Context: an optimization exercise on an open-source flow, tuned for small area. The choices shown serve that exercise and are no tape-out recipe. The RTL was checked by simulation tests, not by an equivalence proof against the original design. Power and IR drop assume default switching activity.

<file path="run.sh">
#!/bin/bash
# synth_recipe.tcl (not shown) runs the flow's synth.tcl, then flattens the netlist and writes it again
# the make line also repeats each setting of config.mk as NAME=value (left out here)
make -C /OpenROAD-flow-scripts/flow DESIGN_CONFIG=/design/flow/config.mk WORK_HOME=/design/flow/orfs CLKGATE_MAP_FILE= SYNTH_SCRIPT=/design/flow/synth_recipe.tcl finish
</file>
<file path="config.mk">
export PLATFORM = sky130hd
export DESIGN_NAME = soc_miner
export DESIGN_NICKNAME = soc_miner
export VERILOG_FILES = /design/flow/design.v
export SDC_FILE = /design/flow/constraint.sdc
export NUM_CORES = 4
export LEC_CHECK = 0
export CAP_MARGIN = 20
export CORE_MARGIN = 2
export CORE_UTILIZATION = 40
export SLEW_MARGIN = 20
</file>
<file path="constraint.sdc">
create_clock -name core_clock -period 5.0 [get_ports {Clk}]
set_input_delay 1.0000 -clock core_clock [delete_from_list [all_inputs] [get_ports {Clk}]]
set_output_delay 1.0000 -clock core_clock [all_outputs]
set_load 0.01 [all_outputs]
</file>
<file path="design.v">
module soc_miner_regs (
  Clk,
  RegBus_read,
  RegBus_val,
  RegBus_write_data,
  RegBus_address,
  control_go_read_acp_next,
  RESET,
  control_go_write_acp_next,
  control_go_read_next,
  control_go_write_next,
  debug_mem_wr_sram_read_data,
  debug_mem_wr_sram_access_complete,
  debug_mem_rd_sram_read_data,
  debug_mem_rd_sram_access_complete,
  debug_regs_wr_sram_read_data,
  debug_regs_wr_sram_access_complete,
  debug_regs_rd_sram_read_data,
  debug_regs_rd_sram_access_complete,
  RegBus_read_data,
  RegBus_access_complete,
  control_go_read_acp,
  control_go_write_acp,
  control_go_read,
  control_go_write,
  source_address_address,
  destination_address_address,
  length_length,
  axi_command_to_data_cycles,
  acp_acp_en,
  debug_mem_wr_sram_read,
  debug_mem_wr_sram_address,
  debug_mem_rd_sram_read,
  debug_mem_rd_sram_address,
  debug_regs_wr_sram_read,
  debug_regs_wr_sram_address,
  debug_regs_rd_sram_read,
  debug_regs_rd_sram_address
  );
  input           Clk;
  input           RegBus_read;
  input           RegBus_val;
  input [31:0]    RegBus_write_data;
  input [12:2]    RegBus_address;
  input           control_go_read_acp_next;
  input           RESET;
  input           control_go_write_acp_next;
  input           control_go_read_next;
  input           control_go_write_next;
  input [31:0]    debug_mem_wr_sram_read_data;
  input           debug_mem_wr_sram_access_complete;
  input [31:0]    debug_mem_rd_sram_read_data;
  input           debug_mem_rd_sram_access_complete;
  input [31:0]    debug_regs_wr_sram_read_data;
  input           debug_regs_wr_sram_access_complete;
  input [31:0]    debug_regs_rd_sram_read_data;
  input           debug_regs_rd_sram_access_complete;
  output [31:0]   RegBus_read_data;
  output          RegBus_access_complete;
  output          control_go_read_acp;
  output          control_go_write_acp;
  output          control_go_read;
  output          control_go_write;
  output [29:0]   source_address_address;
  output [29:0]   destination_address_address;
  output [31:0]   length_length;
  output [15:0]   axi_command_to_data_cycles;
  output          acp_acp_en;
  output          debug_mem_wr_sram_read;
  output [9:2]    debug_mem_wr_sram_address;
  output          debug_mem_rd_sram_read;
  output [9:2]    debug_mem_rd_sram_address;
  output          debug_regs_wr_sram_read;
  output [9:2]    debug_regs_wr_sram_address;
  output          debug_regs_rd_sram_read;
  output [9:2]    debug_regs_rd_sram_address;
  wire            Clk;
  wire            RegBus_read;
  wire            RegBus_val;
  wire [31:0]     RegBus_read_data;
  wire [31:0]     RegBus_read_data_ucore;
  wire            RegBus_read_ucore;
  wire            RegBus_read_dcore;
  wire            RegBus_write_dcore;
  wire            RegBus_write_ucore;
  wire [31:0]     RegBus_write_data;
  wire [31:0]     RegBus_write_data_dcore;
  wire [31:0]     RegBus_write_data_ucore;
  wire            valid_RegBus_write;
  wire            RegBus_access_complete;
  wire            RegBus_access_complete_ucore;
  wire            RegBus_access_complete_dcore;
  wire [12:2]     RegBus_address;
  wire [12:2]     RegBus_address_ucore;
  wire [12:2]     RegBus_address_dcore;
  wire            RegBus_xfer_valid_internal;
  wire [12:0]     control_full_read_data;
  wire            control_go_read_acp__write;
  wire            control_go_read_acp__sw_next;
  wire            control_go_read_acp__swmod;
  wire            control_go_read_acp_next;
  wire            control_go_read_acp__field_next;
  wire            RESET;
  wire            control_go_write_acp__write;
  wire            control_go_write_acp__sw_next;
  wire            control_go_write_acp__swmod;
  wire            control_go_write_acp_next;
  wire            control_go_write_acp__field_next;
  wire            control_go_read__write;
  wire            control_go_read__sw_next;
  wire            control_go_read__swmod;
  wire            control_go_read_next;
  wire            control_go_read__field_next;
  wire            control_go_write__write;
  wire            control_go_write__sw_next;
  wire            control_go_write__swmod;
  wire            control_go_write_next;
  wire            control_go_write__field_next;
  wire [31:2]     source_address_full_read_data;
  wire            source_address_address__write;
  wire [29:0]     source_address_address__sw_next;
  wire            source_address_address__swmod;
  wire [29:0]     source_address_address__field_next;
  wire [31:2]     destination_address_full_read_data;
  wire            destination_address_address__write;
  wire [29:0]     destination_address_address__sw_next;
  wire            destination_address_address__swmod;
  wire [29:0]     destination_address_address__field_next;
  wire [31:0]     length_full_read_data;
  wire            length_length__write;
  wire [31:0]     length_length__sw_next;
  wire            length_length__swmod;
  wire [31:0]     length_length__field_next;
  wire [15:0]     axi_full_read_data;
  wire            axi_command_to_data_cycles__write;
  wire [15:0]     axi_command_to_data_cycles__sw_next;
  wire            axi_command_to_data_cycles__swmod;
  wire [15:0]     axi_command_to_data_cycles__field_next;
  wire            acp_full_read_data;
  wire            acp_acp_en__write;
  wire            acp_acp_en__sw_next;
  wire            acp_acp_en__swmod;
  wire            acp_acp_en__field_next;
  wire            debug_mem_wr_sram_read;
  wire            valid_RegBus_read;
  wire [31:0]     debug_mem_wr_sram_read_data;
  wire [9:2]      debug_mem_wr_sram_address;
  wire            debug_mem_wr_sram_access_complete;
  wire            debug_mem_rd_sram_read;
  wire [31:0]     debug_mem_rd_sram_read_data;
  wire [9:2]      debug_mem_rd_sram_address;
  wire            debug_mem_rd_sram_access_complete;
  wire            debug_regs_wr_sram_read;
  wire [31:0]     debug_regs_wr_sram_read_data;
  wire [9:2]      debug_regs_wr_sram_address;
  wire            debug_regs_wr_sram_access_complete;
  wire            debug_regs_rd_sram_read;
  wire [31:0]     debug_regs_rd_sram_read_data;
  wire [9:2]      debug_regs_rd_sram_address;
  wire            debug_regs_rd_sram_access_complete;
  reg [31:0]      RegBus_read_data_dcore;
  reg             RegBus_access_complete_valid_internal;
  reg             RegBus_address_valid_internal;
  reg             RegBus_access_valid_internal;
  reg             control_decode;
  reg             control_go_read_acp;
  reg             control_go_write_acp;
  reg             control_go_read;
  reg             control_go_write;
  reg             source_address_decode;
  reg [29:0]      source_address_address;
  reg             destination_address_decode;
  reg [29:0]      destination_address_address;
  reg             length_decode;
  reg [31:0]      length_length;
  reg             axi_decode;
  reg [15:0]      axi_command_to_data_cycles;
  reg             acp_decode;
  reg             acp_acp_en;
  reg             debug_mem_wr_sram_decode;
  reg             debug_mem_rd_sram_decode;
  reg             debug_regs_wr_sram_decode;
  reg             debug_regs_rd_sram_decode;
  assign RegBus_read_data_ucore = RegBus_read_data_dcore;
  assign RegBus_read_ucore = RegBus_read & RegBus_val;
  assign RegBus_read_data = RegBus_read_data_ucore;
  assign RegBus_read_dcore = RegBus_read_ucore;
  assign RegBus_write_dcore = RegBus_write_ucore;
  assign RegBus_write_data_dcore = RegBus_write_data_ucore;
  assign RegBus_write_ucore = ~RegBus_read & RegBus_val;
  assign RegBus_write_data_ucore = RegBus_write_data;
  assign valid_RegBus_write = RegBus_xfer_valid_internal & RegBus_write_dcore;
  assign RegBus_access_complete_ucore = RegBus_access_complete_dcore;
  assign RegBus_access_complete_dcore = 
           (RegBus_read_dcore | RegBus_write_dcore) & 
           (RegBus_access_complete_valid_internal | 
           ~RegBus_xfer_valid_internal); 
  assign RegBus_access_complete = RegBus_access_complete_ucore;
  assign RegBus_address_ucore = RegBus_address;
  assign RegBus_address_dcore = RegBus_address_ucore;
  assign RegBus_xfer_valid_internal = 
           RegBus_address_valid_internal & RegBus_access_valid_internal ; 
  assign control_full_read_data = 
           {control_go_read_acp, 3'h0, control_go_write_acp, 3'h0, 
           control_go_read, 3'h0, control_go_write}; 
  assign control_go_read_acp__write = valid_RegBus_write & control_decode;
  assign control_go_read_acp__sw_next = RegBus_write_data_dcore[12];
  assign control_go_read_acp__swmod = control_go_read_acp__write;
  assign control_go_read_acp__field_next = 
           ((control_go_read_acp__swmod) 
             ? control_go_read_acp__sw_next 
             : control_go_read_acp_next); 
  always @(posedge Clk ) 
  begin 
    if (RESET)
      control_go_read_acp <= 
      1'h0; 
    else
      control_go_read_acp <= 
      control_go_read_acp__field_next; 
  end
  assign control_go_write_acp__write = valid_RegBus_write & control_decode;
  assign control_go_write_acp__sw_next = RegBus_write_data_dcore[8];
  assign control_go_write_acp__swmod = control_go_write_acp__write;
  assign control_go_write_acp__field_next = 
           ((control_go_write_acp__swmod) 
             ? control_go_write_acp__sw_next 
             : control_go_write_acp_next); 
  always @(posedge Clk ) 
  begin 
    if (RESET)
      control_go_write_acp <= 
      1'h0; 
    else
      control_go_write_acp <= 
      control_go_write_acp__field_next; 
  end
  assign control_go_read__write = valid_RegBus_write & control_decode;
  assign control_go_read__sw_next = RegBus_write_data_dcore[4];
  assign control_go_read__swmod = control_go_read__write;
  assign control_go_read__field_next = 
           ((control_go_read__swmod) 
             ? control_go_read__sw_next 
             : control_go_read_next); 
  always @(posedge Clk ) 
  begin 
    if (RESET)
      control_go_read <= 
      1'h0; 
    else
      control_go_read <= 
      control_go_read__field_next; 
  end
  assign control_go_write__write = valid_RegBus_write & control_decode;
  assign control_go_write__sw_next = RegBus_write_data_dcore[0];
  assign control_go_write__swmod = control_go_write__write;
  assign control_go_write__field_next = 
           ((control_go_write__swmod) 
             ? control_go_write__sw_next 
             : control_go_write_next); 
  always @(posedge Clk ) 
  begin 
    if (RESET)
      control_go_write <= 
      1'h0; 
    else
      control_go_write <= 
      control_go_write__field_next; 
  end
  assign source_address_full_read_data = source_address_address;
  assign source_address_address__write = 
           valid_RegBus_write & source_address_decode; 
  assign source_address_address__sw_next = RegBus_write_data_dcore[31:2];
  assign source_address_address__swmod = source_address_address__write;
  assign source_address_address__field_next = 
           ((source_address_address__swmod) 
             ? source_address_address__sw_next 
             : source_address_address); 
  always @(posedge Clk ) 
  begin 
    if (RESET)
      source_address_address <= 
      30'h0; 
    else
      source_address_address <= 
      source_address_address__field_next; 
  end
  assign destination_address_full_read_data = destination_address_address;
  assign destination_address_address__write = 
           valid_RegBus_write & destination_address_decode; 
  assign destination_address_address__sw_next = RegBus_write_data_dcore[31:2];
  assign destination_address_address__swmod = 
           destination_address_address__write; 
  assign destination_address_address__field_next = 
           ((destination_address_address__swmod) 
             ? destination_address_address__sw_next 
             : destination_address_address); 
  always @(posedge Clk ) 
  begin 
    if (RESET)
      destination_address_address <= 
      30'h0; 
    else
      destination_address_address <= 
      destination_address_address__field_next; 
  end
  assign length_full_read_data = length_length;
  assign length_length__write = valid_RegBus_write & length_decode;
  assign length_length__sw_next = RegBus_write_data_dcore[31:0];
  assign length_length__swmod = length_length__write;
  assign length_length__field_next = 
           ((length_length__swmod) 
             ? length_length__sw_next 
             : length_length); 
  always @(posedge Clk ) 
  begin 
    if (RESET)
      length_length <= 
      32'h0; 
    else
      length_length <= 
      length_length__field_next; 
  end
  assign axi_full_read_data = axi_command_to_data_cycles;
  assign axi_command_to_data_cycles__write = valid_RegBus_write & axi_decode;
  assign axi_command_to_data_cycles__sw_next = RegBus_write_data_dcore[15:0];
  assign axi_command_to_data_cycles__swmod = axi_command_to_data_cycles__write;
  assign axi_command_to_data_cycles__field_next = 
           ((axi_command_to_data_cycles__swmod) 
             ? axi_command_to_data_cycles__sw_next 
             : axi_command_to_data_cycles); 
  always @(posedge Clk ) 
  begin 
    if (RESET)
      axi_command_to_data_cycles <= 
      16'h0; 
    else
      axi_command_to_data_cycles <= 
      axi_command_to_data_cycles__field_next; 
  end
  assign acp_full_read_data = acp_acp_en;
  assign acp_acp_en__write = valid_RegBus_write & acp_decode;
  assign acp_acp_en__sw_next = RegBus_write_data_dcore[0];
  assign acp_acp_en__swmod = acp_acp_en__write;
  assign acp_acp_en__field_next = 
           ((acp_acp_en__swmod) 
             ? acp_acp_en__sw_next 
             : acp_acp_en); 
  always @(posedge Clk ) 
  begin 
    if (RESET)
      acp_acp_en <= 
      1'h0; 
    else
      acp_acp_en <= 
      acp_acp_en__field_next; 
  end
  assign debug_mem_wr_sram_read = valid_RegBus_read & debug_mem_wr_sram_decode;
  assign valid_RegBus_read = RegBus_xfer_valid_internal & RegBus_read_dcore;
  assign debug_mem_wr_sram_address = RegBus_address_dcore[9:2];
  assign debug_mem_rd_sram_read = valid_RegBus_read & debug_mem_rd_sram_decode;
  assign debug_mem_rd_sram_address = RegBus_address_dcore[9:2];
  assign debug_regs_wr_sram_read = 
           valid_RegBus_read & debug_regs_wr_sram_decode; 
  assign debug_regs_wr_sram_address = RegBus_address_dcore[9:2];
  assign debug_regs_rd_sram_read = 
           valid_RegBus_read & debug_regs_rd_sram_decode; 
  assign debug_regs_rd_sram_address = RegBus_address_dcore[9:2];
  always @( axi_full_read_data or
           debug_regs_wr_sram_read_data or
           debug_mem_rd_sram_access_complete or
           source_address_full_read_data or
           RegBus_address_dcore or
           length_full_read_data or
           destination_address_full_read_data or
           debug_mem_wr_sram_read_data or
           debug_regs_rd_sram_read_data or
           debug_regs_wr_sram_access_complete or
           acp_full_read_data or
           RegBus_read_dcore or
           debug_regs_rd_sram_access_complete or
           control_full_read_data or
           debug_mem_rd_sram_read_data or
           debug_mem_wr_sram_access_complete ) begin
    RegBus_address_valid_internal = 1'b0;
    RegBus_access_valid_internal = 1'b0;
    RegBus_access_complete_valid_internal = 1'b0;
    control_decode = 1'b0;
    source_address_decode = 1'b0;
    destination_address_decode = 1'b0;
    length_decode = 1'b0;
    axi_decode = 1'b0;
    acp_decode = 1'b0;
    debug_mem_wr_sram_decode = 1'b0;
    debug_mem_rd_sram_decode = 1'b0;
    debug_regs_wr_sram_decode = 1'b0;
    debug_regs_rd_sram_decode = 1'b0;
    casez(RegBus_address_dcore)
    11'b00000000000:
      begin
        control_decode = 1'b1;
        RegBus_read_data_dcore = { 19'h00000, control_full_read_data };
        RegBus_access_valid_internal = 1'b1;
        RegBus_address_valid_internal = 1'b1;
        RegBus_access_complete_valid_internal = 1'b1;
      end
    11'b00000000001:
      begin
        source_address_decode = 1'b1;
        RegBus_read_data_dcore = { source_address_full_read_data, 2'h0 };
        RegBus_access_valid_internal = 1'b1;
        RegBus_address_valid_internal = 1'b1;
        RegBus_access_complete_valid_internal = 1'b1;
      end
    11'b00000000010:
      begin
        destination_address_decode = 1'b1;
        RegBus_read_data_dcore = { destination_address_full_read_data, 2'h0 };
        RegBus_access_valid_internal = 1'b1;
        RegBus_address_valid_internal = 1'b1;
        RegBus_access_complete_valid_internal = 1'b1;
      end
    11'b00000000011:
      begin
        length_decode = 1'b1;
        RegBus_read_data_dcore = length_full_read_data;
        RegBus_access_valid_internal = 1'b1;
        RegBus_address_valid_internal = 1'b1;
        RegBus_access_complete_valid_internal = 1'b1;
      end
    11'b00000000100:
      begin
        axi_decode = 1'b1;
        RegBus_read_data_dcore = { 16'h0000, axi_full_read_data };
        RegBus_access_valid_internal = 1'b1;
        RegBus_address_valid_internal = 1'b1;
        RegBus_access_complete_valid_internal = 1'b1;
      end
    11'b00000000101:
      begin
        acp_decode = 1'b1;
        RegBus_read_data_dcore = { 31'h00000000, acp_full_read_data };
        RegBus_access_valid_internal = 1'b1;
        RegBus_address_valid_internal = 1'b1;
        RegBus_access_complete_valid_internal = 1'b1;
      end
    11'b100????????:
      begin
        debug_mem_wr_sram_decode = 1'b1;
        RegBus_read_data_dcore = debug_mem_wr_sram_read_data;
        RegBus_access_valid_internal = RegBus_read_dcore;
        RegBus_address_valid_internal = 1'b1;
        RegBus_access_complete_valid_internal = 
          debug_mem_wr_sram_access_complete; 
      end
    11'b101????????:
      begin
        debug_mem_rd_sram_decode = 1'b1;
        RegBus_read_data_dcore = debug_mem_rd_sram_read_data;
        RegBus_access_valid_internal = RegBus_read_dcore;
        RegBus_address_valid_internal = 1'b1;
        RegBus_access_complete_valid_internal = 
          debug_mem_rd_sram_access_complete; 
      end
    11'b110????????:
      begin
        debug_regs_wr_sram_decode = 1'b1;
        RegBus_read_data_dcore = debug_regs_wr_sram_read_data;
        RegBus_access_valid_internal = RegBus_read_dcore;
        RegBus_address_valid_internal = 1'b1;
        RegBus_access_complete_valid_internal = 
          debug_regs_wr_sram_access_complete; 
      end
    11'b111????????:
      begin
        debug_regs_rd_sram_decode = 1'b1;
        RegBus_read_data_dcore = debug_regs_rd_sram_read_data;
        RegBus_access_valid_internal = RegBus_read_dcore;
        RegBus_address_valid_internal = 1'b1;
        RegBus_access_complete_valid_internal = 
          debug_regs_rd_sram_access_complete; 
      end
    default: RegBus_read_data_dcore = 32'h00000000;
    endcase
  end
endmodule  
`default_nettype none
module auto_clear #(parameter WIDTH=1)
(
    input logic Clk, 
    input logic Rst_n, 
    input logic [WIDTH-1:0] In, 
    output logic [WIDTH-1:0] Out
);
    genvar i;
    generate for (i = 0; i < WIDTH; i++) begin : auto_clear_gen
        always @(posedge Clk or negedge Rst_n) begin
            if(!Rst_n) begin
                Out[i] <= 1'b0;
            end
            else begin
                if (In[i]) 
                   Out[i] <= 1'b0;
                else 
                   Out[i] <= In[i];
            end
        end
    end
    endgenerate
endmodule
`default_nettype wire
`default_nettype none
module debug_sram #(
    parameter DEPTH_LOG2 = 5
)(
    input  logic        Clk,
    input  logic        Rst_n,
    input  logic [7:0]  rd_addr,
    output logic [31:0] rd_data,
    input  logic        Condition,
    input  logic [31:0] WrData
);
    logic [DEPTH_LOG2-1:0] wr_addr;
    always_ff @(posedge Clk or negedge Rst_n) begin
        if (!Rst_n) begin
            wr_addr <= 'h0;
        end
        else begin
            if(Condition) begin
                wr_addr <= wr_addr + 1;
            end
        end
    end
    logic [31:0] mem [0:(1<<DEPTH_LOG2)-1];
    always_ff @(posedge Clk) begin
        if (Condition) begin
            mem[wr_addr] <= WrData;
        end
        rd_data <= mem[rd_addr[DEPTH_LOG2-1:0]];
    end
endmodule
`default_nettype wire
`default_nettype none
module simple_memory_access(
    input logic Clk,
    input logic Rst_n,
    input logic GoRead,
    input logic GoWrite,
    input logic [29:0] source_address,     
    input logic [29:0] destination_address,
    input logic [31:0] length,
    input logic [15:0] axi_command_to_data_cycles,
    input  logic [7:0]  debug_mem_wr_rd_addr,
    output logic [31:0] debug_mem_wr_rd_data,
    input  logic [7:0]  debug_mem_rd_rd_addr,
    output logic [31:0] debug_mem_rd_rd_data,
    output logic        awvalid ,
    input  logic        awready ,
    output logic [31:0] awaddr  ,
    output logic [3:0]  awlen   ,
    output logic [5:0]  awid    ,
    output logic [2:0]  awsize  ,
    output logic [1:0]  awburst ,
    output logic [1:0]  awlock  ,
    output logic [3:0]  awcache ,
    output logic [2:0]  awprot  ,
    output logic [3:0]  awqos   ,
    output logic        wvalid  ,
    input  logic        wready  ,
    output logic [63:0] wdata   ,
    output logic [7:0]  wstrb   ,
    output logic        wlast   ,
    output logic [5:0]  wid     ,
    input  logic        bvalid  ,
    output logic        bready  ,
    output logic        arvalid ,
    input  logic        arready ,
    output logic [31:0] araddr  ,
    output logic [3:0]  arlen   ,
    output logic [5:0]  arid    ,
    output logic [2:0]  arsize  ,
    output logic [1:0]  arburst ,
    output logic [1:0]  arlock  ,
    output logic [3:0]  arcache ,
    output logic [2:0]  arprot  ,
    output logic [3:0]  arqos   ,
    input  logic        rvalid  ,
    output logic        rready  ,
    input  logic [63:0] rdata   ,
    output logic Interrupt
    );
    assign Interrupt = (bvalid && bready) || (rvalid && rready);
    debug_sram I_DEBUG_SRAM_MEMORY_READS(
        .Clk(Clk),
        .Rst_n(Rst_n),
        .rd_addr(debug_mem_rd_rd_addr),
        .rd_data(debug_mem_rd_rd_data),
        .Condition(arvalid && arready),
        .WrData({araddr[31:4], arlen}) 
    );
    debug_sram I_DEBUG_SRAM_MEMORY_WRITES(
        .Clk(Clk),
        .Rst_n(Rst_n),
        .rd_addr(debug_mem_wr_rd_addr),
        .rd_data(debug_mem_wr_rd_data),
        .Condition(awvalid && awready),
        .WrData({awaddr[31:4], awlen}) 
    );    
    logic [63:0] read_data;
    logic       go_write_data;
    logic [15:0] cnt;
    logic       cnt_en;
    assign go_write_data = (cnt == axi_command_to_data_cycles) && cnt_en;
    always_ff @(posedge Clk or negedge Rst_n) begin
        if (!Rst_n) begin
            cnt_en <= 1'b0;
        end
        else begin
            if((cnt == axi_command_to_data_cycles) && cnt_en) begin
                cnt_en <= 1'b0;
            end
            else if (GoWrite) begin
                cnt_en <= 1'b1;
            end    
        end
    end
    always_ff @(posedge Clk or negedge Rst_n) begin
        if (!Rst_n) begin
            cnt <= 'h0;
        end
        else begin
            if((cnt == axi_command_to_data_cycles) && cnt_en) begin
                cnt <= 'h0;
            end
            else if (cnt_en) begin
                cnt <= cnt + 1;
            end        
        end
    end
    always_ff @(posedge Clk or negedge Rst_n) begin
        if (!Rst_n) begin
            arvalid <= 1'b0;
        end
        else begin
            if(arvalid && arready) begin
                arvalid <= 1'b0;
            end
            else if(GoRead) begin
                arvalid <= 1'b1;
            end
        end
    end
    always_ff @(posedge Clk or negedge Rst_n) begin
        if (!Rst_n) begin
            awvalid <= 1'b0;
        end
        else begin
            if(awvalid && awready) begin
                awvalid <= 1'b0;
            end
            else if(GoWrite) begin
                awvalid <= 1'b1;
            end
        end
    end
    always_ff @(posedge Clk or negedge Rst_n) begin
        if (!Rst_n) begin
            wvalid <= 1'b0;
            wlast <= 1'b0;
        end
        else begin
            if(wvalid && wready) begin
                wvalid <= 1'b0;
                wlast <= 1'b0;
            end
            else if(go_write_data) begin
                wvalid <= 1'b1;
                wlast <= 1'b1;
            end
        end
    end
    always_ff @(posedge Clk or negedge Rst_n) begin
        if (!Rst_n) begin
            read_data <= 1'b0;
        end
        else begin
            if(rvalid && rready) begin
                read_data <= rdata;
            end            
        end
    end
    assign awaddr   = {destination_address, 2'b00};
    assign awlen    = 4'h0;
    assign awid     = 6'h0;
    assign awsize   = 3'b011;
    assign awburst  = 2'b01;
    assign awlock   = 2'h0;
    assign awcache  = 4'h0;
    assign awprot   = 3'h0;
    assign awqos    = 4'h0;
    assign wdata    = {length, 32'h01234567};
    assign wstrb    = 8'hff;
    assign wid      = 6'h0;
    assign bready   = 1'h1;
    assign araddr   = {source_address, 2'b00};
    assign arlen    = 4'h0;
    assign arid     = 6'h0;
    assign arsize   = 3'b011;
    assign arburst  = 2'b01;
    assign arlock   = 2'h0;
    assign arcache  = 4'h0;
    assign arprot   = 3'h0;
    assign arqos    = 4'h0;
    assign rready   = 1'b1;
endmodule
`default_nettype wire
`default_nettype none
module axi4lite2regbus(
    input logic Clk, 
    input logic Rst_n,
    output logic        reg_addr_valid,
    input  logic        reg_ready ,
    output logic        reg_write ,
    output logic [31:0] reg_addr  ,
    output logic [31:0] reg_wdata ,
    input  logic [31:0] reg_rdata ,
    input  logic        awvalid,
    output logic        awready,
    input  logic [31:0] awaddr,
    input  logic        wvalid,
    output logic        wready,
    input  logic [31:0] wdata,
    output logic        bvalid,
    input  logic        bready,
    output logic [1:0]  bresp,
    input  logic        arvalid,
    output logic        arready,
    input  logic [31:0] araddr,
    output logic        rvalid,
    output logic        rlast,
    input  logic        rready,
    output logic [31:0] rdata,
    output logic [1:0]  rresp,
    input  logic [7:0]  debug_regs_wr_rd_addr,
    output logic [31:0] debug_regs_wr_rd_data,
    input  logic [7:0]  debug_regs_rd_rd_addr,
    output logic [31:0] debug_regs_rd_rd_data
);
    debug_sram I_DEBUG_SRAM_REGS_READS(
        .Clk(Clk),
        .Rst_n(Rst_n),
        .rd_addr(debug_regs_rd_rd_addr),
        .rd_data(debug_regs_rd_rd_data),
        .Condition(reg_ready && ~reg_write),
        .WrData(reg_rdata)
    );
    debug_sram I_DEBUG_SRAM_REGS_WRITES(
        .Clk(Clk),
        .Rst_n(Rst_n),
        .rd_addr(debug_regs_wr_rd_addr),
        .rd_data(debug_regs_wr_rd_data),
        .Condition(reg_addr_valid && reg_write),
        .WrData(reg_wdata)
    );    
    localparam TIMEOUT_CYCLES = 7;
    logic [3:0] timeout_cnt;
    logic       timeout_cnt_en;
    always_ff @(posedge Clk or negedge Rst_n) begin
        if (!Rst_n) begin
            timeout_cnt_en <= 1'b0;    
        end
        else begin
            if((timeout_cnt == TIMEOUT_CYCLES) && timeout_cnt_en) begin
                timeout_cnt_en <= 1'b0;
            end
            else if(rvalid) begin
                timeout_cnt_en <= 1'b0;
            end
            else if(reg_addr_valid && ~reg_ready) begin
                timeout_cnt_en <= 1'b1;
            end
        end
    end
    always_ff @(posedge Clk or negedge Rst_n) begin
        if (!Rst_n) begin
            timeout_cnt <= 'h0;
        end
        else begin
            if((timeout_cnt == TIMEOUT_CYCLES) && timeout_cnt_en) begin
                timeout_cnt <= 'h0;
            end
            else if(rvalid) begin
                timeout_cnt <= 'h0;
            end
            else if(timeout_cnt_en) begin
                timeout_cnt <= timeout_cnt + 1;
            end    
        end
    end
    always_ff @(posedge Clk or negedge Rst_n) begin
        if (!Rst_n) begin
            reg_addr_valid <= 'h0;
            reg_write  <= 'h0;
            reg_addr   <= 'h0;
            reg_wdata  <= 'h0;
            awready <= 'h0;
            arready <= 'h0;
            wready <= 'h0;
            rvalid <= 'h0;
            rdata  <= 'h0;
            bvalid  <= 'h0;
            bresp  <= 'h0;
            rresp  <= 'h0;
            rlast  <= 'h0;
        end
        else begin
            if(reg_addr_valid && reg_ready) begin
                reg_addr_valid <= 1'b0;
            end
            else if((wvalid && wready) | (arvalid && arready)) begin
                reg_addr_valid <= 1'b1;
            end
            if(awvalid && awready) begin
                reg_write  <= 1'b1;    
            end
            else if(arvalid && arready) begin
                reg_write  <= 1'b0;
            end
            reg_addr   <= (awvalid && awready) ? awaddr : (arvalid && arready) ? araddr : reg_addr;
            reg_wdata  <= wdata;
            awready <= 'h1;
            arready <= 'h1;
            wready <= 'h1;
            if(rvalid & rready) begin
                rvalid  <= 1'b0;
                rlast  <= 1'b0;
            end
            else if ((reg_ready & ~reg_write) |
                     ((timeout_cnt == TIMEOUT_CYCLES) && timeout_cnt_en)) begin
                rvalid  <= 1'b1;
                rlast  <= 1'b1;
            end
            else begin
                rvalid  <= rvalid;
                rlast  <= rlast;
            end
            if (reg_ready & ~reg_write) begin
                rdata  <= reg_rdata;  
            end
            else if((timeout_cnt == TIMEOUT_CYCLES) && timeout_cnt_en) begin
                rdata  <= 32'hdeaddead;  
            end
            if(bvalid & bready) begin
                bvalid  <= 1'b0;
            end
            else if (wvalid & wready) begin
                bvalid  <= 1'b1;
            end
            else begin
                bvalid  <= bvalid;
            end
            bresp  <= 'h0;
            rresp  <= 'h0;  
        end
    end
endmodule
`default_nettype wire
`default_nettype none
module soc_miner #(
    parameter MEMORY_DATA_WIDTH=64, 
              MEMORY_ADDR_WIDTH=32, 
              MEMORY_BUS_LEN_WIDTH=4, 
              MEMORY_ID_WIDTH=6, 
              REGS_DATA_WIDTH=32, 
              REGS_ADDR_WIDTH=32
)(
    input logic Clk,
    input logic Rst_n,
    output logic                              m_memory_awvalid ,
    input  logic                              m_memory_awready ,
    output logic [MEMORY_ADDR_WIDTH-1:0]      m_memory_awaddr  ,
    output logic [MEMORY_BUS_LEN_WIDTH-1:0]   m_memory_awlen   ,
    output logic [MEMORY_ID_WIDTH-1:0]        m_memory_awid    ,
    output logic [2:0]                        m_memory_awsize  ,
    output logic [1:0]                        m_memory_awburst ,
    output logic [1:0]                        m_memory_awlock  ,
    output logic [3:0]                        m_memory_awcache ,
    output logic [2:0]                        m_memory_awprot  ,
    output logic [3:0]                        m_memory_awqos   ,
    output logic                              m_memory_wvalid  ,
    input  logic                              m_memory_wready  ,
    output logic [MEMORY_DATA_WIDTH-1:0]      m_memory_wdata   ,
    output logic [(MEMORY_DATA_WIDTH/8)-1:0]  m_memory_wstrb   ,
    output logic                              m_memory_wlast   ,
    output logic [MEMORY_ID_WIDTH-1:0]        m_memory_wid     ,
    input  logic                              m_memory_bvalid  ,
    output logic                              m_memory_bready  ,
    input  logic [1:0]                        m_memory_bresp   ,
    input  logic [MEMORY_ID_WIDTH-1:0]        m_memory_bid     ,
    output logic                              m_memory_arvalid ,
    input  logic                              m_memory_arready ,
    output logic [MEMORY_ADDR_WIDTH-1:0]      m_memory_araddr  ,
    output logic [MEMORY_BUS_LEN_WIDTH-1:0]   m_memory_arlen   ,
    output logic [MEMORY_ID_WIDTH-1:0]        m_memory_arid    ,
    output logic [2:0]                        m_memory_arsize  ,
    output logic [1:0]                        m_memory_arburst ,
    output logic [1:0]                        m_memory_arlock  ,
    output logic [3:0]                        m_memory_arcache ,
    output logic [2:0]                        m_memory_arprot  ,
    output logic [3:0]                        m_memory_arqos   ,
    input  logic                              m_memory_rvalid  ,
    output logic                              m_memory_rready  ,
    input  logic [MEMORY_DATA_WIDTH-1:0]      m_memory_rdata   ,
    input  logic                              m_memory_rlast   ,
    input  logic [1:0]                        m_memory_rresp   ,
    input  logic [MEMORY_ID_WIDTH-1:0]        m_memory_rid     ,
    input  logic                            s_regs_awvalid,                   
    output logic                            s_regs_awready,                   
    input  logic [REGS_ADDR_WIDTH-1:0]      s_regs_awaddr,   
    input  logic [MEMORY_BUS_LEN_WIDTH-1:0] s_regs_awlen,                                          
    input  logic                            s_regs_wvalid,                    
    output logic                            s_regs_wready,                    
    input  logic [REGS_DATA_WIDTH-1:0]      s_regs_wdata,    
    input  logic [(REGS_DATA_WIDTH/8)-1:0]  s_regs_wstrb,                             
    output logic                            s_regs_bvalid,                    
    input  logic                            s_regs_bready,                    
    output logic [1:0]                      s_regs_bresp,                                           
    input  logic                            s_regs_arvalid,                   
    output logic                            s_regs_arready,                   
    input  logic [REGS_ADDR_WIDTH-1:0]      s_regs_araddr,   
    input  logic [MEMORY_BUS_LEN_WIDTH-1:0] s_regs_arlen,                                          
    output logic                            s_regs_rvalid,                    
    output logic                            s_regs_rlast,                    
    input  logic                            s_regs_rready,                    
    output logic [REGS_DATA_WIDTH-1:0]      s_regs_rdata,    
    output logic [1:0]                      s_regs_rresp,
    output logic [31:0]s_axi_acp_araddr,
    output logic [1:0]s_axi_acp_arburst,
    output logic [3:0]s_axi_acp_arcache,
    output logic [2:0]s_axi_acp_arid,
    output logic [3:0]s_axi_acp_arlen,
    output logic [1:0]s_axi_acp_arlock,
    output logic [2:0]s_axi_acp_arprot,
    output logic [3:0]s_axi_acp_arqos,
    input  logic s_axi_acp_arready,
    output logic [2:0]s_axi_acp_arsize,
    output logic [4:0]s_axi_acp_aruser,
    output logic s_axi_acp_arvalid,
    output logic [31:0]s_axi_acp_awaddr,
    output logic [1:0]s_axi_acp_awburst,
    output logic [3:0]s_axi_acp_awcache,
    output logic [2:0]s_axi_acp_awid,
    output logic [3:0]s_axi_acp_awlen,
    output logic [1:0]s_axi_acp_awlock,
    output logic [2:0]s_axi_acp_awprot,
    output logic [3:0]s_axi_acp_awqos,
    input  logic s_axi_acp_awready,
    output logic [2:0]s_axi_acp_awsize,
    output logic [4:0]s_axi_acp_awuser,
    output logic s_axi_acp_awvalid,
    input  logic [2:0]s_axi_acp_bid,
    output logic s_axi_acp_bready,
    input  logic [1:0]s_axi_acp_bresp,
    input  logic s_axi_acp_bvalid,
    input  logic [63:0]s_axi_acp_rdata,
    input  logic [2:0]s_axi_acp_rid,
    input  logic s_axi_acp_rlast,
    output logic s_axi_acp_rready,
    input  logic [1:0]s_axi_acp_rresp,
    input  logic s_axi_acp_rvalid,
    output logic [63:0]s_axi_acp_wdata,
    output logic [2:0]s_axi_acp_wid,
    output logic s_axi_acp_wlast,
    input  logic s_axi_acp_wready,
    output logic [7:0]s_axi_acp_wstrb,
    output logic s_axi_acp_wvalid,
    output logic Interrupt
    );
    logic        reg_addr_valid;
    logic        reg_ready;
    logic        reg_write;
    logic [31:0] reg_addr;
    logic [31:0] reg_wdata;
    logic [31:0] reg_rdata;
    logic                              m_awvalid ;
    logic                              m_awready ;
    logic [MEMORY_ADDR_WIDTH-1:0]      m_awaddr  ;
    logic [MEMORY_BUS_LEN_WIDTH-1:0]   m_awlen   ;
    logic [MEMORY_ID_WIDTH-1:0]        m_awid    ;
    logic [2:0]                        m_awsize  ;
    logic [1:0]                        m_awburst ;
    logic [1:0]                        m_awlock  ;
    logic [3:0]                        m_awcache ;
    logic [2:0]                        m_awprot  ;
    logic [3:0]                        m_awqos   ;
    logic                              m_wvalid  ;
    logic                              m_wready  ;
    logic [MEMORY_DATA_WIDTH-1:0]      m_wdata   ;
    logic [(MEMORY_DATA_WIDTH/8)-1:0]  m_wstrb   ;
    logic                              m_wlast   ;
    logic [MEMORY_ID_WIDTH-1:0]        m_wid     ;
    logic                              m_bvalid  ;
    logic                              m_bready  ;
    logic [1:0]                        m_bresp   ;
    logic [MEMORY_ID_WIDTH-1:0]        m_bid     ;
    logic                              m_arvalid ;
    logic                              m_arready ;
    logic [MEMORY_ADDR_WIDTH-1:0]      m_araddr  ;
    logic [MEMORY_BUS_LEN_WIDTH-1:0]   m_arlen   ;
    logic [MEMORY_ID_WIDTH-1:0]        m_arid    ;
    logic [2:0]                        m_arsize  ;
    logic [1:0]                        m_arburst ;
    logic [1:0]                        m_arlock  ;
    logic [3:0]                        m_arcache ;
    logic [2:0]                        m_arprot  ;
    logic [3:0]                        m_arqos   ;
    logic                              m_rvalid  ;
    logic                              m_rready  ;
    logic [MEMORY_DATA_WIDTH-1:0]      m_rdata   ;
    logic                              m_rlast   ;
    logic [1:0]                        m_rresp   ;
    logic [MEMORY_ID_WIDTH-1:0]        m_rid     ;
    logic acp_enabled;
    always_comb begin
        if(acp_enabled) begin
            s_axi_acp_awvalid    = m_awvalid   ;
            m_awready    = s_axi_acp_awready   ;
            s_axi_acp_awaddr     = m_awaddr    ;
            s_axi_acp_awlen      = m_awlen     ;
            s_axi_acp_awid       = m_awid      ;
            s_axi_acp_awsize     = m_awsize    ;
            s_axi_acp_awburst    = m_awburst   ;
            s_axi_acp_awlock     = m_awlock    ;
            s_axi_acp_awcache    = m_awcache   ;
            s_axi_acp_awprot     = m_awprot    ;
            s_axi_acp_awqos      = m_awqos     ;
            s_axi_acp_wvalid     = m_wvalid    ;
            m_wready     = s_axi_acp_wready    ;
            s_axi_acp_wdata      = m_wdata     ;
            s_axi_acp_wstrb      = m_wstrb     ;
            s_axi_acp_wlast      = m_wlast     ;
            s_axi_acp_wid        = m_wid       ;
            m_bvalid     = s_axi_acp_bvalid    ;
            s_axi_acp_bready     = m_bready    ;
            m_bresp      = s_axi_acp_bresp     ;
            m_bid        = s_axi_acp_bid       ;
            s_axi_acp_arvalid    = m_arvalid   ;
            m_arready    = s_axi_acp_arready   ;
            s_axi_acp_araddr     = m_araddr    ;
            s_axi_acp_arlen      = m_arlen     ;
            s_axi_acp_arid       = m_arid      ;
            s_axi_acp_arsize     = m_arsize    ;
            s_axi_acp_arburst    = m_arburst   ;
            s_axi_acp_arlock     = m_arlock    ;
            s_axi_acp_arcache    = m_arcache   ;
            s_axi_acp_arprot     = m_arprot    ;
            s_axi_acp_arqos      = m_arqos     ;
            m_rvalid     = s_axi_acp_rvalid    ;
            s_axi_acp_rready     = m_rready    ;
            m_rdata      = s_axi_acp_rdata     ;
            m_rlast      = s_axi_acp_rlast     ;
            m_rresp      = s_axi_acp_rresp     ;
            m_rid        = s_axi_acp_rid       ;
            m_memory_awvalid    = 'h0;
            m_memory_awaddr     = 'h0;
            m_memory_awlen      = 'h0;
            m_memory_awid       = 'h0;
            m_memory_awsize     = 'h0;
            m_memory_awburst    = 'h0;
            m_memory_awlock     = 'h0;
            m_memory_awcache    = 'h0;
            m_memory_awprot     = 'h0;
            m_memory_awqos      = 'h0;
            m_memory_wvalid     = 'h0;
            m_memory_wdata      = 'h0;
            m_memory_wstrb      = 'h0;
            m_memory_wlast      = 'h0;
            m_memory_wid        = 'h0;
            m_memory_bready     = 'h0;
            m_memory_arvalid    = 'h0;
            m_memory_araddr     = 'h0;
            m_memory_arlen      = 'h0;
            m_memory_arid       = 'h0;
            m_memory_arsize     = 'h0;
            m_memory_arburst    = 'h0;
            m_memory_arlock     = 'h0;
            m_memory_arcache    = 'h0;
            m_memory_arprot     = 'h0;
            m_memory_arqos      = 'h0;
            m_memory_rready     = 'h0;
        end
        else begin
            m_memory_awvalid    = m_awvalid   ;
            m_awready   = m_memory_awready    ;
            m_memory_awaddr     = m_awaddr    ;
            m_memory_awlen      = m_awlen     ;
            m_memory_awid       = m_awid      ;
            m_memory_awsize     = m_awsize    ;
            m_memory_awburst    = m_awburst   ;
            m_memory_awlock     = m_awlock    ;
            m_memory_awcache    = m_awcache   ;
            m_memory_awprot     = m_awprot    ;
            m_memory_awqos      = m_awqos     ;
            m_memory_wvalid     = m_wvalid    ;
            m_wready    = m_memory_wready     ;
            m_memory_wdata      = m_wdata     ;
            m_memory_wstrb      = m_wstrb     ;
            m_memory_wlast      = m_wlast     ;
            m_memory_wid        = m_wid       ;
            m_bvalid    = m_memory_bvalid     ;
            m_memory_bready     = m_bready    ;
            m_bresp     = m_memory_bresp      ;
            m_bid       = m_memory_bid        ;
            m_memory_arvalid    = m_arvalid   ;
            m_arready   = m_memory_arready    ;
            m_memory_araddr     = m_araddr    ;
            m_memory_arlen      = m_arlen     ;
            m_memory_arid       = m_arid      ;
            m_memory_arsize     = m_arsize    ;
            m_memory_arburst    = m_arburst   ;
            m_memory_arlock     = m_arlock    ;
            m_memory_arcache    = m_arcache   ;
            m_memory_arprot     = m_arprot    ;
            m_memory_arqos      = m_arqos     ;
            m_rvalid    = m_memory_rvalid     ;
            m_memory_rready     = m_rready    ;
            m_rdata     = m_memory_rdata      ;
            m_rlast     = m_memory_rlast      ;
            m_rresp     = m_memory_rresp      ;
            m_rid       = m_memory_rid        ;
            s_axi_acp_awvalid    = 'h0;
            s_axi_acp_awaddr     = 'h0;
            s_axi_acp_awlen      = 'h0;
            s_axi_acp_awid       = 'h0;
            s_axi_acp_awsize     = 'h0;
            s_axi_acp_awburst    = 'h0;
            s_axi_acp_awlock     = 'h0;
            s_axi_acp_awcache    = 'h0;
            s_axi_acp_awprot     = 'h0;
            s_axi_acp_awqos      = 'h0;
            s_axi_acp_wvalid     = 'h0;
            s_axi_acp_wdata      = 'h0;
            s_axi_acp_wstrb      = 'h0;
            s_axi_acp_wlast      = 'h0;
            s_axi_acp_wid        = 'h0;
            s_axi_acp_bready     = 'h0;
            s_axi_acp_arvalid    = 'h0;
            s_axi_acp_araddr     = 'h0;
            s_axi_acp_arlen      = 'h0;
            s_axi_acp_arid       = 'h0;
            s_axi_acp_arsize     = 'h0;
            s_axi_acp_arburst    = 'h0;
            s_axi_acp_arlock     = 'h0;
            s_axi_acp_arcache    = 'h0;
            s_axi_acp_arprot     = 'h0;
            s_axi_acp_arqos      = 'h0;
            s_axi_acp_rready     = 'h0;
        end
    end
    logic go_read;       
    logic go_read_next;
    logic go_write;       
    logic go_write_next;
    logic go_read_acp;       
    logic go_read_acp_next;
    logic go_write_acp;       
    logic go_write_acp_next;
    logic [29:0] source_address;       
    logic [29:0] destination_address;  
    logic [31:0] length;               
    logic [15:0] axi_command_to_data_cycles;
    assign s_axi_acp_aruser = 5'h0;
    assign s_axi_acp_awuser = 5'h0;
    assign go_read_acp_next  = 1'b0;
    assign go_write_acp_next = 1'b0;
    logic [7:0]  debug_mem_wr_rd_addr;
    logic [31:0] debug_mem_wr_rd_data;
    logic        debug_mem_wr_rd_en;
    logic [7:0]  debug_mem_rd_rd_addr;
    logic [31:0] debug_mem_rd_rd_data;
    logic        debug_mem_rd_rd_en;
    logic [7:0]  debug_regs_wr_rd_addr;
    logic [31:0] debug_regs_wr_rd_data;
    logic        debug_regs_wr_rd_en;
    logic [7:0]  debug_regs_rd_rd_addr;
    logic [31:0] debug_regs_rd_rd_data;
    logic        debug_regs_rd_rd_en;
    simple_memory_access I_SIMPLE_MEMORY_ACCESS(
        .Clk                        (Clk                       ),
        .Rst_n                      (Rst_n                     ),
        .GoRead                     (go_read                   ),
        .GoWrite                    (go_write                  ),
        .source_address             (source_address            ), 
        .destination_address        (destination_address       ), 
        .length                     (length                    ),
        .axi_command_to_data_cycles (axi_command_to_data_cycles),
        .debug_mem_wr_rd_addr       (debug_mem_wr_rd_addr      ),
        .debug_mem_wr_rd_data       (debug_mem_wr_rd_data      ),
        .debug_mem_rd_rd_addr       (debug_mem_rd_rd_addr      ),
        .debug_mem_rd_rd_data       (debug_mem_rd_rd_data      ),
        .awvalid (m_awvalid ), .awready (m_awready ), .awaddr  (m_awaddr  ),
        .awlen   (m_awlen   ), .awid    (m_awid    ), .awsize  (m_awsize  ),
        .awburst (m_awburst ), .awlock  (m_awlock  ), .awcache (m_awcache ),
        .awprot  (m_awprot  ), .awqos   (m_awqos   ),
        .wvalid  (m_wvalid  ), .wready  (m_wready  ), .wdata   (m_wdata   ),
        .wstrb   (m_wstrb   ), .wlast   (m_wlast   ), .wid     (m_wid     ),
        .bvalid  (m_bvalid  ), .bready  (m_bready  ),
        .arvalid (m_arvalid ), .arready (m_arready ), .araddr  (m_araddr  ),
        .arlen   (m_arlen   ), .arid    (m_arid    ), .arsize  (m_arsize  ),
        .arburst (m_arburst ), .arlock  (m_arlock  ), .arcache (m_arcache ),
        .arprot  (m_arprot  ), .arqos   (m_arqos   ),
        .rvalid  (m_rvalid  ), .rready  (m_rready  ), .rdata   (m_rdata   ),
        .Interrupt (Interrupt)
    );
    auto_clear I_GO_READ_AUTO_CLEAR(
        .Clk        (Clk),
        .Rst_n      (Rst_n),
        .In         (go_read),
        .Out        (go_read_next)
        );
    auto_clear I_GO_WRITE_AUTO_CLEAR(
        .Clk        (Clk),
        .Rst_n      (Rst_n),
        .In         (go_write),
        .Out        (go_write_next)
        );
    axi4lite2regbus I_AXI4LITE2REGBUS(
        .Clk        (Clk),
        .Rst_n      (Rst_n),
        .reg_addr_valid (reg_addr_valid),
        .reg_ready      (reg_ready),
        .reg_write      (reg_write),
        .reg_addr       (reg_addr),
        .reg_wdata      (reg_wdata),
        .reg_rdata      (reg_rdata),
        .awvalid (s_regs_awvalid), .awready (s_regs_awready), .awaddr (s_regs_awaddr),
        .wvalid  (s_regs_wvalid ), .wready  (s_regs_wready ), .wdata  (s_regs_wdata ),
        .bvalid  (s_regs_bvalid ), .bready  (s_regs_bready ), .bresp  (s_regs_bresp ),
        .arvalid (s_regs_arvalid), .arready (s_regs_arready), .araddr (s_regs_araddr),
        .rvalid  (s_regs_rvalid ), .rlast   (s_regs_rlast  ), .rready (s_regs_rready ),
        .rdata   (s_regs_rdata  ), .rresp   (s_regs_rresp  ),
        .debug_regs_wr_rd_addr (debug_regs_wr_rd_addr),
        .debug_regs_wr_rd_data (debug_regs_wr_rd_data),
        .debug_regs_rd_rd_addr (debug_regs_rd_rd_addr),
        .debug_regs_rd_rd_data (debug_regs_rd_rd_data)
    );
    logic rd_en0_ff;
    logic rd_en1_ff;
    logic rd_en2_ff;
    logic rd_en3_ff;
    soc_miner_regs I_SOC_MINER_REGS(
        .Clk                        (Clk),
        .RESET                      (~Rst_n),
        .RegBus_read                (~reg_write),
        .RegBus_val                 (reg_addr_valid),
        .RegBus_write_data          (reg_wdata),
        .RegBus_address             (reg_addr[12:2]),
        .control_go_read_next            (go_read_next),
        .control_go_write_next            (go_write_next),
        .control_go_read_acp_next            (go_read_acp_next),
        .control_go_write_acp_next            (go_write_acp_next),
        .RegBus_read_data           (reg_rdata),
        .RegBus_access_complete     (reg_ready),
        .control_go_read                 (go_read),
        .control_go_write                 (go_write),
        .control_go_read_acp                 (go_read_acp),
        .control_go_write_acp                 (go_write_acp),
        .source_address_address     (source_address),
        .destination_address_address(destination_address),
        .length_length              (length),
        .axi_command_to_data_cycles(axi_command_to_data_cycles),
        .debug_mem_wr_sram_read_data        (debug_mem_wr_rd_data),
        .debug_mem_wr_sram_access_complete  (rd_en0_ff),
        .debug_mem_rd_sram_read_data        (debug_mem_rd_rd_data),
        .debug_mem_rd_sram_access_complete  (rd_en1_ff),
        .debug_regs_wr_sram_read_data       (debug_regs_wr_rd_data),
        .debug_regs_wr_sram_access_complete (rd_en2_ff),
        .debug_regs_rd_sram_read_data       (debug_regs_rd_rd_data),
        .debug_regs_rd_sram_access_complete (rd_en3_ff),
        .debug_mem_wr_sram_read             (debug_mem_wr_rd_en),
        .debug_mem_wr_sram_address          (debug_mem_wr_rd_addr),
        .debug_mem_rd_sram_read             (debug_mem_rd_rd_en),
        .debug_mem_rd_sram_address          (debug_mem_rd_rd_addr),
        .debug_regs_wr_sram_read            (debug_regs_wr_rd_en),
        .debug_regs_wr_sram_address         (debug_regs_wr_rd_addr),
        .debug_regs_rd_sram_read            (debug_regs_rd_rd_en),
        .debug_regs_rd_sram_address         (debug_regs_rd_rd_addr),
        .acp_acp_en (acp_enabled)
    );
    always_ff @(posedge Clk or negedge Rst_n) begin
        if (!Rst_n) begin
            rd_en0_ff <= 1'b0;
            rd_en1_ff <= 1'b0;
            rd_en2_ff <= 1'b0;
            rd_en3_ff <= 1'b0;
        end
        else begin
            rd_en0_ff <= debug_mem_wr_rd_en;    
            rd_en1_ff <= debug_mem_rd_rd_en;    
            rd_en2_ff <= debug_regs_wr_rd_en;    
            rd_en3_ff <= debug_regs_rd_rd_en;    
        end
    end
endmodule
`default_nettype wire
</file>
==> flow_summary.ini <==
[hold_path]
hp-class = input pin to register

[cts]
clk_pin_slew_ns = 0.06
cts_sinks = 4202
htreeDepth = 5
numCtsBuffers = 416
cts_tree = done
worstSkewPairLatency_ns = 1.01
cts_resized = 0
cts-root-buf = clkbuf_16
clock_path_buffers = 4

[yosys]
netlist_area_um2 = 163000
synth_edf_count = 3840
syn_inst = 8523
yosysUniqueCellTypes = 58
ys_top_cells_by_area = edfxtp_1, mux4_2, mux2i_1
synth_top_area_cell = edfxtp_1
yosys-top-cells-count = edfxtp_1, mux4_2, mux2i_1, o22ai_1, nand2_1
syn_area_per_cell_um2 = 19.1
synthFlopType = edfxtp_1
ys_seq_elements = 4202
yosys_warnings = 6
ys_seq_area_share_pct = 75.7
yosysMostFrequentCell = edfxtp_1
ys_async_sr_fraction_pct = 3.07
yosysTopAreaCellShare_pct = 70.8

[die]
rows = 234
coreArea_um2 = 406000
initial_core_util_pct = 40.1
die_y_um = 642
die_x_um = 642
die_area_um2 = 412000
pin_count = 733

[critical_path]
cp_max_fo = 64
path_cells = inv_1, clkdlybuf4s50_1
criticalPathCategory = register to primary output
required_ns = 4.00
end_kind = primary output
cp.arrival_ns = 3.35
cp_slowest_cell = dfxtp_4
start_kind = register
cpPeakStageDelay_ns = 1.02

[sta]
finalCritPeriodShare_pct = 87.1
rsz0062_at_grt = false
maxSlewViolCount = 0
min_period_ns = 4.35
finalSetupTns_ns = 0
worst_slew_pin_slew_ns = 1.22
max_freq_mhz = 230
hold_violations = 0
relSlewSlack_pct = 18.3
fin_worst_skew_ns = 0.0795
setup_viol = 0

[detailed_routing]
routed_wl_mm = 494
drt_iter0_markers = 11300
vias_per_cell = 5.84
post_drt_wl_per_cell_um = 33.0
drcViolationCount = 0
vias = 87400
antenna_left = 0
dr.pass1.iters = 5

[placed_design]
placedCellCount = 14200
gp_congestion = 0.891
buffer_ports.inserted = 357
post-dp-hpwl_mm = 311

[global_route]
grt_max_degree = 118
grt.overflow.total = 0
grt_first_pass_wirelength_mm = 678
grt_use_total_pct = 23.3
antenna_found_initial = 50
first_global_vias = 85000

[power]
combPwrFrac_pct = 10.9
ir_worst_vdd_mv = 0.303
p_int_uw = 60100
p_sw_share_pct = 25.1
power.leakage_uw = 0.0606
clkPwrFrac_pct = 38.7
p_switching_uw = 20100
finalPower_uw = 80300
power_density_nw_per_um2 = 427
p_seq_share_pct = 50.3

[run]
drv_cap = 0

[finish]
layout.cells.non_filler = 15000
area_delta_synth_final_pct = 15.5
drive_gt1_share_pct = 21.1
regArea_um2 = 123000
layout.nets = 9452
fillers = 33800
multi_input_area_um2 = 37000

[run_status]
status = no timing/DRC/antenna violations
## metal layers
layer  share of wire [%]  GRT usage (%)  vias to the layer above  routed length (um)
met4                 5.6           11.4                       14               27600
met3                 8.7           4.51                      884               43100
met1                  39           30.8                    46400              191000
met2                  47           37.1                     4435              233000
li1                    -              -                    35600                   -
met5               0.018              0                        -                  89
## power by group through the flow
stage          Clock (uW)  Sequential (uW)  Combinational [uW]
2_1_floorplan           0            40500                5250
3_5_place_dp            0            41100                8720
4_1_cts             31400            40400                8750
3_3_place_gp            0            41100                8580
5_1_grt             32800            40400                9140
6_report            31100            40400                8770
## cells by family (layout without fill, tap and decap cells)
logic type,Yosys count,count (layout),synth area share [%]
xor+xnor,46,46,0.247
mux,1362,1362,13.2
simple gates,875,875,2.62
compound gates,1251,1251,5.40
fa+ha+maj,18,18,0.138
other cells,2,201,0.00461
buf+inv,767,1586,2.73
flops,4202,4202,75.7
## cell usage in the layout, fill, tap and decap left out, types with 118 or more instances in the layout
master,count
edfxtp_1,3840
mux4_2,614
mux2i_1,600
clkbuf_16,420
o22ai_1,400
buf_4,395
clkdlybuf4s50_1,356
nand2_1,318
a22oi_1,258
a211oi_1,252
dfxtp_1,220
conb_1,166
mux2_2,148
nor2b_1,144
nor2_4,129
dfrtp_1,118
## layout make-up
type | count | area share (%)
flip-flops and latches | 4202 | 65.5
multi-input cells | 3718 | 19.7
clock buffers | 552 | 5.99
repair buffers | 799 | 3.98
well taps | 5428 | 3.61
clock inverters | 219 | 1.19
diodes | 35 | 0.0465
inverters | 16 | 0.0319
## registers in the layout (all words and copies together) (netlist names), 32 cells and up
register,count
I_SIMPLE_MEMORY_ACCESS.I_DEBUG_SRAM_MEMORY_WRITES.mem,896
I_AXI4LITE2REGBUS.rdata,32
I_AXI4LITE2REGBUS.I_DEBUG_SRAM_REGS_WRITES.mem,1024
I_AXI4LITE2REGBUS.I_DEBUG_SRAM_REGS_WRITES.rd_data,32
I_SIMPLE_MEMORY_ACCESS.I_DEBUG_SRAM_MEMORY_READS.mem,896
I_AXI4LITE2REGBUS.I_DEBUG_SRAM_REGS_READS.rd_data,32
I_SOC_MINER_REGS.length_length,32
I_AXI4LITE2REGBUS.reg_wdata,32
I_AXI4LITE2REGBUS.I_DEBUG_SRAM_REGS_READS.mem,1024
## critical path, delay by kind of cell (launching register included)
family | cells | cell delay, ns
flops | 1 | 1.02
buf+inv | 2 | 1.30
## metrics by stage
stage	worst slack [ns]	hold slack (ns)	cell area, um^2	util [%]
CTS	0.594	0.380	188000	46.3
finish	0.647	0.460	188000	46.4
floorplan	1.52	0.444	163000	-
global route	0.505	0.421	188000	46.3
global placement	0.984	0.466	175000	43.0
detailed placement	0.915	0.473	175000	43.0
## final timing paths
path	cells past startpoint	start	slack, ns	endpoint
max	2	I_SOC_MINER_REGS.acp_acp_en	0.65	m_memory_awburst[0]
min	1	s_regs_wdata[23]	0.46	I_AXI4LITE2REGBUS.reg_wdata[23]
max reg2reg	7	I_AXI4LITE2REGBUS.reg_addr[3]	1.17	register
min reg2reg	1	I_AXI4LITE2REGBUS.bvalid	0.49	I_AXI4LITE2REGBUS.bvalid
max in group asynchronous	3	Rst_n	3.28	I_AXI4LITE2REGBUS.reg_wdata[3]
min in group asynchronous	2	Rst_n	0.52	I_AXI4LITE2REGBUS.reg_wdata[28]
## what timing repair did
item | 4_1_cts | 5_1_grt
hold endpoints to repair | 10 | 0
hold buffers | 1 | 0
setup buffers | 0 | 0

re-timing with driven ports:
No port has a modelled driver above. Below, the same layout with a new extraction and two added sets of constraints.
Step 1 sets driving cells, clkbuf_16 on the clock port and buf_2 on the other inputs (assumed; they add their load-dependent delay and slew).
Step 2 moves the port delays by t, midway between the first and last clock arrival at a register: inputs arrive t later, outputs are due t later. That takes back most of the time a late clock gives input paths.
Slacks: ideal ports / drivers / drivers and shift; pairs: ideal ports / drivers.
t (ns): 1.074
slack for setup (ns): 0.647 / 0.542 / 0.878
hold slack, ns: 0.460 / 0.398 / 0.486
worst setup path at the end: input to register
latest minus earliest clock arrival (ns): 0.085 / 0.086
After both steps setup and hold are still met in this run. For this run, drivers alone change the setup slack by -0.105 ns; drivers and shift together by +0.231 ns.
